Background: an optimization exercise with open tools, aiming at small area and a short achievable clock period. Do not read the settings as production practice.
The RTL was checked by simulation tests, not by an equivalence proof against the original design.

==> inputs of job 5734 <==
Design pcie_axi_m, start of the top module:
module pcie_axi_m #(
    PORTS                   =        2,
    DOUBLE_WORD             =        32,
    HEADER_SIZE             =        4*DOUBLE_WORD,
    TLP_DATA_WIDTH          =        8*DOUBLE_WORD,
    TLP_STRB_WIDTH          =        TLP_DATA_WIDTH/8,
    AXI_DATA_WIDTH          =        TLP_DATA_WIDTH,
    AXI_ADDR_WIDTH          =        64,
    AXI_STRB_WIDTH          =        AXI_DATA_WIDTH/8,
    AXI_ID_WIDTH            =        8,
    AXI_MAX_BURST_LEN       =        256
) (
    input                                                   clk,
    input                                                   rst_n,
    input                   [TLP_DATA_WIDTH-1:0]            req_tlp_data,
    input                   [HEADER_SIZE-1:0]               req_tlp_hdr,
    input                   [TLP_STRB_WIDTH-1:0]            req_tlp_strb,
    input                                                   req_tlp_sop,
    input                                                   req_tlp_eop,
    input                                                   req_tlp_valid,
  ...
export LEC_CHECK = 0
export CAP_MARGIN = 20
export CORE_MARGIN = 2
export CORE_UTILIZATION = 62
export CTS_CLUSTER_DIAMETER = 80
export CTS_CLUSTER_SIZE = 22
export PLACE_DENSITY = 0.72
export SETUP_SLACK_MARGIN = 3.5
export SLEW_MARGIN = 20
export SYNTH_MEMORY_MAX_BITS = 8192
create_clock -name core_clock -period 7.0 [get_ports {clk}]
standard.sh (not shown) runs the stock make flow with config.mk's settings and CLKGATE_MAP_FILE= SYNTH_SCRIPT=/design/flow/synth_recipe.tcl, a recipe that flattens the netlist after the stock synthesis.
==> flow/flow/run.sh <==
#!/bin/bash
# Standard layout (the standard.sh, unchanged synthesis and steps), with a smaller buffer
# cell on the input and output ports instead of the default delay buffer.
set -euo pipefail
cd "$(dirname "$0")/.."
export BUFFER_PORTS_ARGS="-buffer_cell sky130_fd_sc_hd__buf_2"
bash standard.sh finish > make_finish.log 2>&1
==> job 9264 (differences from job 5734) <==
--- a/flow/design.v
+++ b/flow/design.v
@@ -542,29 +542,20 @@
     reg                     [15:0]                          cpl_com_id;
     reg                     [2:0]                           cpl_com_status;
     reg                                                     cpl_bcm;
     reg                     [11:0]                          cpl_byte_cnt,cpl_byte_cnt_nxt;
     reg                     [15:0]                          cpl_req_id;
     reg                     [6:0]                           cpl_lower_addr,cpl_lower_addr_q;
     reg                     [9:0]                           cpl_length_q;
-    reg                     [6:0]                           ara_n;
-    reg                                                     rready_n;
-    wire                    [6:0]                           ara_lo   = ~ara_n;
-    wire                                                    rready_i = ~rready_n;
-    reg                                                     valid_n, sop_n, eop_n, arvalid_n;
-    wire                                                    valid_i   = ~valid_n;
-    wire                                                    sop_i     = ~sop_n;
-    wire                                                    eop_i     = ~eop_n;
-    wire                                                    arvalid_i = ~arvalid_n;
     wire                    [AXI_DATA_WIDTH+30:0]           sh_e  = {axi_rdata, axi_rdata_in[AXI_DATA_WIDTH-1:AXI_DATA_WIDTH-31]};
-    wire                    [AXI_DATA_WIDTH+14:0]           sh_s1 = ara_n[4] ? sh_e[AXI_DATA_WIDTH+14:0] : sh_e[AXI_DATA_WIDTH+30:16];
-    wire                    [AXI_DATA_WIDTH+6:0]            sh_s2 = ara_n[3] ? sh_s1[AXI_DATA_WIDTH+6:0] : sh_s1[AXI_DATA_WIDTH+14:8];
-    wire                    [AXI_DATA_WIDTH+2:0]            sh_s3 = ara_n[2] ? sh_s2[AXI_DATA_WIDTH+2:0] : sh_s2[AXI_DATA_WIDTH+6:4];
-    wire                    [AXI_DATA_WIDTH:0]              sh_s4 = ara_n[1] ? sh_s3[AXI_DATA_WIDTH:0] : sh_s3[AXI_DATA_WIDTH+2:2];
-    wire                    [AXI_DATA_WIDTH-1:0]            axi_shift_hi = ara_n[0] ? sh_s4[AXI_DATA_WIDTH-1:0] : sh_s4[AXI_DATA_WIDTH:1];
+    wire                    [AXI_DATA_WIDTH+14:0]           sh_s1 = axi_araddr[4] ? sh_e[AXI_DATA_WIDTH+30:16] : sh_e[AXI_DATA_WIDTH+14:0];
+    wire                    [AXI_DATA_WIDTH+6:0]            sh_s2 = axi_araddr[3] ? sh_s1[AXI_DATA_WIDTH+14:8] : sh_s1[AXI_DATA_WIDTH+6:0];
+    wire                    [AXI_DATA_WIDTH+2:0]            sh_s3 = axi_araddr[2] ? sh_s2[AXI_DATA_WIDTH+6:4] : sh_s2[AXI_DATA_WIDTH+2:0];
+    wire                    [AXI_DATA_WIDTH:0]              sh_s4 = axi_araddr[1] ? sh_s3[AXI_DATA_WIDTH+2:2] : sh_s3[AXI_DATA_WIDTH:0];
+    wire                    [AXI_DATA_WIDTH-1:0]            axi_shift_hi = axi_araddr[0] ? sh_s4[AXI_DATA_WIDTH:1] : sh_s4[AXI_DATA_WIDTH-1:0];
     always @* begin
         cpl_first_nxt      = cpl_first;
         req_tlp_ready_nxt  = req_tlp_ready;
         req_busy_nxt       = req_busy;
         start_ar_nxt       = start_ar;
         req_tlp_hdr_in_nxt = req_tlp_hdr_in;
         if (!req_busy) begin
@@ -604,15 +595,15 @@
             4'bzz10: first_be_offset = 2'b01;
             4'bz100: first_be_offset = 2'b10;
             4'b1000: first_be_offset = 2'b11;
             default: first_be_offset = 2'b00;
         endcase
         axi_araddr_nxt  = axi_araddr;
         axi_arlen_nxt   = axi_arlen;
-        axi_arvalid_nxt = arvalid_i;
+        axi_arvalid_nxt = axi_arvalid;
         globle_tr_cnt_nxt = globle_tr_cnt;
         busy_r_nxt        = busy_r;
         axi_first_nxt     = axi_first;
         rcb_cnt_nxt       = rcb_cnt;
         if (req_busy & start_ar) begin
             start_ar_nxt = 1'b0;
             globle_tr_cnt_nxt = (req_length >> AXI_DW_WIDTH_LOG) + 1'b1;
@@ -629,22 +620,22 @@
                 axi_araddr_nxt  = axi_araddr[63:AXI_SIZE] + 256*AXI_DATA_WIDTH/8;
                 axi_arvalid_nxt = 1'b1;
             end
             else begin  
                 busy_r_nxt = 1'b0;
             end
         end
-        if (arvalid_i & axi_arready) begin
+        if (axi_arvalid & axi_arready) begin
             axi_arvalid_nxt = 1'b0;
             busy_r_nxt      = 1'b1;
         end
         axi_rdata_in_nxt  = axi_rdata_in;
         axi_rstrb_in_nxt  = axi_rstrb_in;
-        axi_rready_nxt    = busy_r_nxt & ((cpl_tlp_ready & valid_i) | ~valid_i);
-        if (axi_rvalid & rready_i) begin
+        axi_rready_nxt    = busy_r_nxt & ((cpl_tlp_ready & cpl_tlp_valid) | ~cpl_tlp_valid);
+        if (axi_rvalid & axi_rready) begin
             axi_first_nxt     = 1'b0;
             axi_rready_nxt    = 1'b0;
             axi_rdata_in_nxt  = axi_rdata;
             axi_rstrb_in_nxt  = axi_rstrb;
             globle_tr_cnt_nxt = globle_tr_cnt - 1'b1;
         end
         cpl_fmt          = (|req_length) ? 3'b010 : 3'b000;  
@@ -684,29 +675,29 @@
         cpl_tlp_hdr_nxt[63:48]   = cpl_req_id;
         cpl_tlp_hdr_nxt[47:40]   = cpl_tag;
         cpl_tlp_hdr_nxt[39]      = 1'b0;
         cpl_tlp_hdr_nxt[38:32]   = cpl_lower_addr;  
         cpl_tlp_hdr_nxt[31:0]    = 32'b0;
         cpl_tlp_data_nxt  = cpl_tlp_data;
         cpl_tlp_strb_nxt  = cpl_tlp_strb;
-        cpl_tlp_valid_nxt = valid_i;
-        cpl_tlp_sop_nxt   = sop_i;
-        cpl_tlp_eop_nxt   = eop_i;
+        cpl_tlp_valid_nxt = cpl_tlp_valid;
+        cpl_tlp_sop_nxt   = cpl_tlp_sop;
+        cpl_tlp_eop_nxt   = cpl_tlp_eop;
         if (req_busy) begin
-            if (eop_i) begin
+            if (cpl_tlp_eop) begin
                 cpl_first_nxt = 1'b0;
                 rcb_cnt_nxt   = RCB_CNT_DEFAULT;
             end
-            if (valid_i & cpl_tlp_ready) begin
+            if (cpl_tlp_valid & cpl_tlp_ready) begin
                 cpl_tlp_valid_nxt = 1'b0;
                 cpl_tlp_sop_nxt   = 1'b0;
                 cpl_tlp_eop_nxt   = 1'b0;
                 rcb_cnt_nxt       = cpl_first ? (rcb_cnt - 1'b1) : rcb_cnt;
             end
-            if (rready_i & axi_rvalid) begin
+            if (axi_rready & axi_rvalid) begin
                 if (axi_first) begin
                     cpl_byte_cnt_nxt = ((req_length-1'b1)<<4)+single_dword_len;  
                 end
                 else begin
                     cpl_tlp_valid_nxt = 1'b1;
                     if (cpl_first) begin
                         cpl_tlp_data_nxt = axi_shift_hi;
@@ -720,44 +711,44 @@
                             cpl_tlp_sop_nxt = 1'b1;
                         end
                     end
                 end
             end
             if (cpl_tlp_sop_nxt) begin
                 if (cpl_first) begin
-                    cpl_lower_addr   = ara_lo;
+                    cpl_lower_addr   = axi_araddr[6:0];
                     cpl_length       = ~req_addr[6:2]+1'b1;
-                    cpl_byte_cnt_nxt = cpl_byte_cnt - (~ara_lo+1'b1);
+                    cpl_byte_cnt_nxt = cpl_byte_cnt - (~axi_araddr[6:0]+1'b1);
                 end
                 else begin
                     cpl_lower_addr   = 0;
                     cpl_length       = (cpl_byte_cnt > RCB) ? (RCB>>2) : (cpl_byte_cnt>>2);
                     cpl_byte_cnt_nxt = cpl_byte_cnt - RCB;
                 end
             end
             if (rcb_cnt == 1'b1) begin
-                if (axi_rvalid & rready_i & ~axi_first) begin
+                if (axi_rvalid & axi_rready & ~axi_first) begin
                     cpl_tlp_eop_nxt = 1'b1;
                 end
             end
             if (globle_tr_cnt == 0) begin
-                if (~valid_i & ~cpl_tlp_ready) begin
+                if (~cpl_tlp_valid & ~cpl_tlp_ready) begin
                     cpl_tlp_eop_nxt   = 1'b1;
                     cpl_tlp_strb_nxt  = axi_rstrb_in;
                     cpl_tlp_data_nxt  = axi_rdata_in;
                     cpl_tlp_valid_nxt = 1'b1;
                 end
             end
             if (cpl_first & cpl_tlp_eop_nxt) begin  
-                cpl_tlp_strb_nxt = {TLP_STRB_WIDTH{1'b1}}>>(~ara_lo[AXI_SIZE-1:0]+1'b1);
+                cpl_tlp_strb_nxt = {TLP_STRB_WIDTH{1'b1}}>>(~axi_araddr[AXI_SIZE-1:0]+1'b1);
             end
             else begin
                 cpl_tlp_strb_nxt = cpl_tlp_valid_nxt ? axi_rstrb_in : cpl_tlp_strb;
             end
-            req_busy_nxt = ~(~(|globle_tr_cnt)&valid_i&cpl_tlp_ready&eop_i);
+            req_busy_nxt = ~(~(|globle_tr_cnt)&cpl_tlp_valid&cpl_tlp_ready&cpl_tlp_eop);
         end
     end
     always @(posedge clk) begin
         if (!rst_n) begin
             req_tlp_ready  <= 0;
             req_busy       <= 0;
             start_ar       <= 1'b0;
@@ -776,47 +767,41 @@
     assign axi_arburst = 2'b1;
     assign axi_arprot  = 3'b010;
     assign axi_arlock  = 1'b0;
     assign axi_arcache = 4'b0011;
     always @(posedge clk) begin
         if (!rst_n) begin
             axi_araddr    <= 0;
-            ara_n         <= 7'h7f;
             axi_arlen     <= 0;
             axi_arvalid   <= 0;
-            arvalid_n     <= 1'b1;
             globle_tr_cnt <= 0;
             busy_r        <= 0;
             axi_first     <= 0;
             rcb_cnt       <= 0;
         end
         else begin
             axi_araddr    <= axi_araddr_nxt;
-            ara_n         <= ~axi_araddr_nxt[6:0];
             axi_arlen     <= axi_arlen_nxt;
             axi_arvalid   <= axi_arvalid_nxt;
-            arvalid_n     <= ~axi_arvalid_nxt;
             globle_tr_cnt <= globle_tr_cnt_nxt;
             busy_r        <= busy_r_nxt;
             axi_first     <= axi_first_nxt;
             rcb_cnt       <= rcb_cnt_nxt;
         end
     end
     always @(posedge clk) begin
         if (!rst_n) begin
             axi_rdata_in  <= 0;
             axi_rstrb_in  <= 0;
             axi_rready    <= 0;
-            rready_n      <= 1'b1;
         end
         else begin
             axi_rdata_in  <= axi_rdata_in_nxt;
             axi_rstrb_in  <= axi_rstrb_in_nxt;
             axi_rready    <= axi_rready_nxt;
-            rready_n      <= ~axi_rready_nxt;
         end
     end
     reg                     [HEADER_SIZE-1:0]               cpl_hdr_q;
     always @(posedge clk) begin
         cpl_hdr_q    <= cpl_tlp_hdr_nxt;
         cpl_tlp_data <= cpl_tlp_data_nxt;
         cpl_tlp_strb <= cpl_tlp_strb_nxt;
@@ -825,29 +810,23 @@
                           cpl_hdr_q[109:108], 2'b0, cpl_hdr_q[105:96], cpl_hdr_q[95:80], 4'b0, cpl_hdr_q[75:64],
                           cpl_hdr_q[63:40], 1'b0, cpl_hdr_q[38:32], 32'b0};
     always @(posedge clk) begin
         if (!rst_n) begin
             cpl_tlp_sop   <= 0;
             cpl_tlp_eop   <= 0;
             cpl_tlp_valid <= 0;
-            valid_n       <= 1'b1;
-            sop_n         <= 1'b1;
-            eop_n         <= 1'b1;
             cpl_first     <= 0;
             cpl_byte_cnt  <= 0;
             cpl_lower_addr_q <= 0;
             cpl_length_q  <= 0;
         end
         else begin
             cpl_tlp_valid <= cpl_tlp_valid_nxt;
             cpl_tlp_sop   <= cpl_tlp_sop_nxt;
             cpl_tlp_eop   <= cpl_tlp_eop_nxt;
-            valid_n       <= ~cpl_tlp_valid_nxt;
-            sop_n         <= ~cpl_tlp_sop_nxt;
-            eop_n         <= ~cpl_tlp_eop_nxt;
             cpl_first     <= cpl_first_nxt;
             cpl_byte_cnt  <= cpl_byte_cnt_nxt;
             cpl_lower_addr_q <= cpl_lower_addr;
             cpl_length_q  <= cpl_length;
         end
     end
 endmodule
- SETUP_SLACK_MARGIN: 3.5 -> 3.4
==> job 1106 (differences from job 5734) <==
--- a/flow/design.v
+++ b/flow/design.v
@@ -37,49 +37,46 @@
     DATA_WIDTH              =        8,
     FIFO_DEPTH              =        16,
     ADDR_WIDTH              =        4
 ) (
     input                                                   clk,
     input                                                   rst_n,
     input                                                   w_en,
-    input                                                   k_nxt,        
-    input                                                   w_match,      
-    input                                                   last_we,      
+    input                                                   we_nxt,       
     output                                                  is_full_nxt,
     input                   [DATA_WIDTH - 1 : 0]            w_data,
     input                                                   r_en,
     output                  [DATA_WIDTH - 1 : 0]            r_data,
     output      reg                                         is_empty,
     output      reg                                         is_full
 );
     reg                     [ADDR_WIDTH : 0]                w_ptr;
     reg                     [ADDR_WIDTH : 0]                r_ptr;
     wire                    [ADDR_WIDTH : 0]                w_ptr_nxt = w_ptr + w_en;
     wire                    [ADDR_WIDTH : 0]                r_ptr_nxt = r_ptr + r_en;
     reg                     [FIFO_DEPTH-1:0]                w_oh;
     reg                     [FIFO_DEPTH-1:0]                r_oh;
     wire                    [FIFO_DEPTH-1:0]                w_oh_nxt = w_en ? {w_oh[FIFO_DEPTH-2:0], w_oh[FIFO_DEPTH-1]} : w_oh;
-    reg                     [FIFO_DEPTH-1:0]                rowk;
-    wire                    [FIFO_DEPTH-1:0]                row_we = (rowk & {FIFO_DEPTH{w_match}}) | (w_oh & {FIFO_DEPTH{last_we}});
+    reg                     [FIFO_DEPTH-1:0]                row_we;
     assign is_full_nxt = (w_ptr_nxt[ADDR_WIDTH-1:0] == r_ptr_nxt[ADDR_WIDTH-1:0]) & (w_ptr_nxt[ADDR_WIDTH] ^ r_ptr_nxt[ADDR_WIDTH]);
     always @(posedge clk) begin
         if (!rst_n) begin
             w_ptr    <= 0;
             r_ptr    <= 0;
             w_oh     <= 1;
-            rowk     <= 0;
+            row_we   <= 0;
             r_oh     <= 1;
             is_full  <= 1'b0;
             is_empty <= 1'b1;
         end
         else begin
             w_ptr    <= w_ptr_nxt;
             r_ptr    <= r_ptr_nxt;
             w_oh     <= w_oh_nxt;
-            rowk     <= w_oh_nxt & {FIFO_DEPTH{k_nxt}};
+            row_we   <= w_oh_nxt & {FIFO_DEPTH{we_nxt}};
             if (r_en) r_oh <= {r_oh[FIFO_DEPTH-2:0], r_oh[FIFO_DEPTH-1]};
             is_full  <= is_full_nxt;
             is_empty <= (w_ptr_nxt[ADDR_WIDTH-1:0] == r_ptr_nxt[ADDR_WIDTH-1:0]) & ~(w_ptr_nxt[ADDR_WIDTH] ^ r_ptr_nxt[ADDR_WIDTH]);
         end
     end
     fifo_ram #(
         .DATA_WIDTH(DATA_WIDTH),
@@ -105,26 +102,26 @@
     input       wire                                        in_sop,
     input       wire                                        in_eop,
     input       wire                                        in_valid,
     output      reg                                         in_ready,
     output      reg         [HEADER_SIZE-1:0]               r_out_hdr,
     output      reg                                         r_out_sop,
     output      reg                                         r_out_valid,
-    output      wire                                        in_acc,       
-    output      wire                                        w_match,      
+    output      reg         [TLP_DATA_WIDTH-1:0]            w_out_data,
+    output      wire                                        w_take,       
     output      wire        [HEADER_SIZE-1:0]               w_out_hdr,
     output      reg                                         w_out_sop,
     output      reg                                         w_out_eop,
     output      reg                                         w_out_valid
 );
     localparam RD_FMT_TYPE = 8'b001_00000;
     localparam WR_FMT_TYPE = 8'b011_00000;
     wire islegal = (in_hdr[HEADER_SIZE-1-:8] == RD_FMT_TYPE) || (in_hdr[HEADER_SIZE-1-:8] == WR_FMT_TYPE);
     wire wr_rd   = in_hdr[HEADER_SIZE-2];
-    assign in_acc = in_ready & in_valid & islegal;
+    wire in_acc  = in_ready & in_valid & islegal;
     wire in_to_w = in_acc & wr_rd & ~w_out_valid;
     wire in_to_r = in_acc & ~wr_rd & ~r_out_valid;
     reg                                                     w_ep;
     reg                     [2:0]                           w_off;
     reg                     [HEADER_SIZE-1:0]               w_hdr_q;
     always @(posedge clk) begin
         if (!rst_n) begin
@@ -141,39 +138,39 @@
             if (in_to_w) begin
                 w_ep  <= in_hdr[110];
                 w_off <= in_hdr[4:2];
             end
         end
     end
     always @(posedge clk) begin
+        w_out_data <= in_data;
         w_hdr_q    <= in_hdr;
         w_out_sop  <= in_sop;
         w_out_eop  <= in_eop;
         r_out_hdr  <= in_hdr;
         r_out_sop  <= in_sop;
     end
-    assign w_match = in_valid & (in_hdr[HEADER_SIZE-1-:8] == WR_FMT_TYPE) & ~in_hdr[110];
+    assign w_take = in_to_w & ~in_hdr[110];
     assign w_out_hdr = {w_hdr_q[127:111], w_ep, w_hdr_q[109:5], w_off, w_hdr_q[1:0]};
 endmodule
 module wr_tlp_axi #(
     DOUBLE_WORD             =        32,
     HEADER_SIZE             =        4*DOUBLE_WORD,
     TLP_DATA_WIDTH          =        8*DOUBLE_WORD,
     AXI_DATA_WIDTH          =        TLP_DATA_WIDTH,
     AXI_ADDR_WIDTH          =        64,
     AXI_STRB_WIDTH          =        AXI_DATA_WIDTH/8,
     AXI_ID_WIDTH            =        8
 ) (
     input                                                   clk,
     input                                                   rst_n,
     input       wire        [HEADER_SIZE-1:0]               tlp_hdr,
-    input       wire        [TLP_DATA_WIDTH-1:0]            in_data,      
-    input       wire                                        in_acc,       
-    input       wire                                        w_match,      
-    input       wire        [2:0]                           w_pre_off,    
+    input       wire        [TLP_DATA_WIDTH-1:0]            tlp_data,
+    input       wire        [2:0]                           in_off,       
+    input       wire                                        w_take,       
     input       wire                                        tlp_sop,
     input       wire                                        tlp_eop,
     input       wire                                        tlp_valid,
     output      reg                                         tlp_ready,
     output      wire        [AXI_ID_WIDTH-1:0]              axi_awid,
     output      reg         [AXI_ADDR_WIDTH-1:0]            axi_awaddr,
     output      reg         [7:0]                           axi_awlen,
@@ -209,63 +206,60 @@
     reg                                                     rx_b, rx_w, rx_l;
     reg                                                     rx_nl;        
     reg                     [2:0]                           addr_offset;
     reg                     [TLP_DATA_WIDTH-1:0]            tlp_data_in;
     reg                     [HEADER_SIZE-1:0]               tlp_hdr_in;
     reg                                                     start_tx_tmp, start_tx;
     reg                                                     clr_tx;
-    wire                                                    is_full_nxt;
     wire acc       = rx_b & tlp_ready & effc_tlp_valid;
     wire acc_eop   = acc & tlp_eop;
     wire last_we   = rx_l & ~is_full;
     assign w_en    = acc | last_we;
     wire rx_b_nxt  = (rx_b & ~acc_eop) | (rx_w & ~start_tx);
     wire rx_l_nxt  = (rx_b & acc_eop & (addr_offset != 3'b0)) | (rx_l & is_full);
     wire rx_w_nxt  = (rx_b & acc_eop & (addr_offset == 3'b0)) | last_we | (rx_w & start_tx);
     wire ready_nxt = (rx_b & ~acc & (tlp_ready | ~is_full)) | (rx_l & tlp_ready);
-    reg                                                     k;
-    wire k_nxt     = ~in_acc & rx_b_nxt & (ready_nxt | ~is_full_nxt);
-    wire acc_pre   = k & w_match;
+    wire [2:0] addr_offset_nxt = rx_b ? tlp_hdr[4:2] : addr_offset;
+    wire                                                    is_full_nxt;
+    wire we_nxt    = (rx_b_nxt & ready_nxt & w_take) | (rx_l_nxt & ~is_full_nxt);
+    reg                     [2:0]                           sh_n;
+    wire                    [2:0]                           sh_o_nxt = rx_l_nxt ? addr_offset_nxt : in_off;
     always @(posedge clk) begin
         if (!rst_n) begin
             rx_b         <= 1'b0;
             rx_w         <= 1'b1;
             rx_l         <= 1'b0;
             rx_nl        <= 1'b1;
             start_tx_tmp <= 1'b0;
             start_tx     <= 1'b0;
             tlp_ready    <= 1'b0;
             tlp_data_in  <= {TLP_DATA_WIDTH{1'b0}};
             addr_offset  <= 3'b0;
-            k            <= 1'b0;
         end
         else begin
             rx_b         <= rx_b_nxt;
             rx_w         <= rx_w_nxt;
             rx_l         <= rx_l_nxt;
             rx_nl        <= rx_b_nxt | rx_w_nxt;
             tlp_ready    <= ready_nxt;
-            k            <= k_nxt;
-            if (rx_b)
-                addr_offset <= tlp_hdr[4:2];
-            if (acc_pre)
-                tlp_data_in <= in_data;
+            addr_offset  <= addr_offset_nxt;
+            if (acc)
+                tlp_data_in <= tlp_data;
             start_tx_tmp <= ~clr_tx & (start_tx_tmp | (acc & tlp_sop));
             start_tx     <= start_tx_tmp;
         end
     end
     always @(posedge clk) begin
         if (acc & tlp_sop)
             tlp_hdr_in <= tlp_hdr;
+        sh_n   <= ~sh_o_nxt;
     end
-    wire [2:0]                  sh_o = rx_l ? addr_offset : w_pre_off;
-    wire [TLP_DATA_WIDTH-1:0]   sh_a = rx_l ? tlp_data_in : in_data;
+    wire [TLP_DATA_WIDTH-1:0]   sh_a = rx_l ? tlp_data_in : tlp_data;
     wire [TLP_DATA_WIDTH-1:0]   sh_b = tlp_data_in & {TLP_DATA_WIDTH{rx_nl}};
     wire [15*DOUBLE_WORD-1:0]   sh_d  = {sh_a, sh_b[TLP_DATA_WIDTH-1:DOUBLE_WORD]};
-    wire [2:0]                  sh_n  = ~sh_o;
     wire [11*DOUBLE_WORD-1:0]   sh_s1 = sh_n[2] ? sh_d[15*DOUBLE_WORD-1:4*DOUBLE_WORD] : sh_d[11*DOUBLE_WORD-1:0];
     wire [9*DOUBLE_WORD-1:0]    sh_s2 = sh_n[1] ? sh_s1[11*DOUBLE_WORD-1:2*DOUBLE_WORD] : sh_s1[9*DOUBLE_WORD-1:0];
     assign data_to_fifo               = sh_n[0] ? sh_s2[9*DOUBLE_WORD-1:DOUBLE_WORD] : sh_s2[8*DOUBLE_WORD-1:0];
     localparam IDLE_IDX      = 0;
     localparam TRANSFER_IDX  = 1;
     localparam WAITE_END_IDX = 2;
     localparam IDLE          = 3'b001;
@@ -398,17 +392,15 @@
         .DATA_WIDTH(TLP_DATA_WIDTH),
         .FIFO_DEPTH(16),
         .ADDR_WIDTH(4)
     ) data_fifo (
         .clk(clk),
         .rst_n(rst_n),
         .w_en(w_en),
-        .k_nxt(k_nxt),
-        .w_match(w_match),
-        .last_we(last_we),
+        .we_nxt(we_nxt),
         .is_full_nxt(is_full_nxt),
         .w_data(data_to_fifo),
         .r_en(r_en),
         .r_data(axi_wdata),
         .is_empty(is_empty),
         .is_full(is_full)
     );
@@ -914,16 +906,16 @@
     input                                                   axi_rvalid,
     output                                                  axi_rready,
     input                                                   demux_en,
     input                 [15:0]                            completer_id,
     output                                                  tlp_error
 );
     wire                    [HEADER_SIZE-1:0]               w_out_hdr;
-    wire                                                    in_acc;
-    wire                                                    w_match;
+    wire                    [TLP_DATA_WIDTH-1:0]            w_out_data;
+    wire                                                    w_take;
     wire                                                    w_out_sop;
     wire                                                    w_out_eop;
     wire                                                    w_out_valid;
     wire                                                    w_out_ready;
     wire                    [HEADER_SIZE-1:0]               r_out_hdr;
     wire                                                    r_out_sop;
     wire                                                    r_out_valid;
@@ -943,16 +935,16 @@
         .in_sop(req_tlp_sop),
         .in_eop(req_tlp_eop),
         .in_valid(req_tlp_valid),
         .in_ready(req_tlp_ready),
         .r_out_hdr(r_out_hdr),
         .r_out_sop(r_out_sop),
         .r_out_valid(r_out_valid),
-        .in_acc(in_acc),
-        .w_match(w_match),
+        .w_out_data(w_out_data),
+        .w_take(w_take),
         .w_out_hdr(w_out_hdr),
         .w_out_sop(w_out_sop),
         .w_out_eop(w_out_eop),
         .w_out_valid(w_out_valid)
     );
     wr_tlp_axi #(
         .DOUBLE_WORD(DOUBLE_WORD),
@@ -962,18 +954,17 @@
         .AXI_ADDR_WIDTH(AXI_ADDR_WIDTH),
         .AXI_STRB_WIDTH(AXI_STRB_WIDTH),
         .AXI_ID_WIDTH(AXI_ID_WIDTH)
     ) wr_tlp_axi_ins (
         .clk(clk),
         .rst_n(rst_n),
         .tlp_hdr(w_out_hdr),
-        .in_data(req_tlp_data),
-        .in_acc(in_acc),
-        .w_match(w_match),
-        .w_pre_off(req_tlp_hdr[4:2]),
+        .tlp_data(w_out_data),
+        .in_off(req_tlp_hdr[4:2]),
+        .w_take(w_take),
         .tlp_sop(w_out_sop),
         .tlp_eop(w_out_eop),
         .tlp_valid(w_out_valid),
         .tlp_ready(w_out_ready),
         .axi_awid(axi_awid),
         .axi_awaddr(axi_awaddr),
         .axi_awlen(axi_awlen),
- SETUP_SLACK_MARGIN: 3.5 -> 3.6
==> impl_metrics.toml <==
[worst_setup_path]
crit_arrival_ns = 4.40
cp.required_ns = 7.65
path_max_fanout = 80
cpMaxStageDelayCell = "sky130_fd_sc_hd__buf_4"

[clock_network]
post_cts_resize_count = 209
cts.clk_slew.worst_paths_ns = 0.09

[power_and_ir_drop]
power.combinational.total_mw = 3.24
comb_power_share_pct = 5.3

[sta]
achievable-frequency_mhz = 266.2

[final_layout]
num_antenna_cells = 385

[synthesis]
synth-compound-area-share_pct = 12.99

[placement]
dpl-instance-area_um2 = 246000

[run_status]
run_status = "complete, no violations"
That was job 9264.
==> impl_metrics.toml <==
[sta]
worst_pin_slew_ns = 1.321
hold_viol = 0

[worst_setup_path]
path_max_fanout = 41
cp.required_ns = 7.65
crit_arrival_ns = 4.24

[synthesis]
synth.top_cells.by_area = "sky130_fd_sc_hd__edfxtp_1 61%, sky130_fd_sc_hd__dfxtp_1 11%, sky130_fd_sc_hd__a221oi_1 4.6%"
post_synth_inst_count = 16170
synth.most_common_cell = "sky130_fd_sc_hd__edfxtp_1"
synth-compound-area-share_pct = 12.48
yosysTopAreaCell = "sky130_fd_sc_hd__edfxtp_1"

[power_and_ir_drop]
comb_power_share_pct = 5.0
power_mw = 64.13

[clock_network]
post_cts_resize_count = 61
cts.clk_slew.worst_paths_ns = 0.10
number_of_buffers_created_by_cts = 328

[global_route]
grt.met1_usage_pct = 60.26

[routing]
top_layer = "met5"
antenna_left = 0

[run_status]
run_status = "complete, no violations"

[final_layout]
num_antenna_cells = 303
That was job 1106.
==> impl_metrics.toml <==
[placement]
dpl-instance-area_um2 = 248100

[worst_setup_path]
crit_arrival_ns = 4.26
path_max_fanout = 52
cpMaxStageDelayCell = "sky130_fd_sc_hd__mux2i_2"

[clock_network]
cts.clk_slew.worst_paths_ns = 0.09
post_cts_resize_count = 190

[routing]
antenna_left = 1

[power_and_ir_drop]
comb_power_share_pct = 5.3
power.combinational.total_mw = 3.30

[run_status]
checkFailReasons = "antenna rules"
run_status = "complete, but fails checks"

[sta]
achievable-frequency_mhz = 273.3
That was job 5734.

[afterwards: timing with drivers on the ports]
Ports are ideal in the flow. The routed layouts listed here were re-timed in OpenROAD. Step 1 (the two cells are an assumption about what drives the block):
set clk [get_ports {clk}]
set_driving_cell -lib_cell sky130_fd_sc_hd__clkbuf_16 $clk
set_driving_cell -lib_cell sky130_fd_sc_hd__buf_2 [delete_from_list [all_inputs] $clk]
Step 2 times the ports against the registers' clock, not the clock port: input delays grow and output delays shrink by t, the midpoint of the rising clock arrivals with the driver on. Slacks: ideal / step 1 / step 2; pairs: ideal / step 1.
| run | t (ns) | setup WS [ns] | worst register clock-pin slew, ns | worst data-port slew with drivers (ns) |
|---|---|---|---|---|
| job 5734 | 1.115 | 3.341 / 3.137 / 2.022 | 0.10 / 0.10 | 0.61 |
| job 9264 | 1.130 | 3.244 / 3.021 / 1.891 | 0.11 / 0.11 | 0.64 |
| job 1106 | 1.123 | 3.412 / 3.412 / 2.699 | 0.10 / 0.10 | 0.52 |
The setup slack of job 9264, which loses most, moves by -0.223 ns with the drivers and by -1.353 ns with both steps.
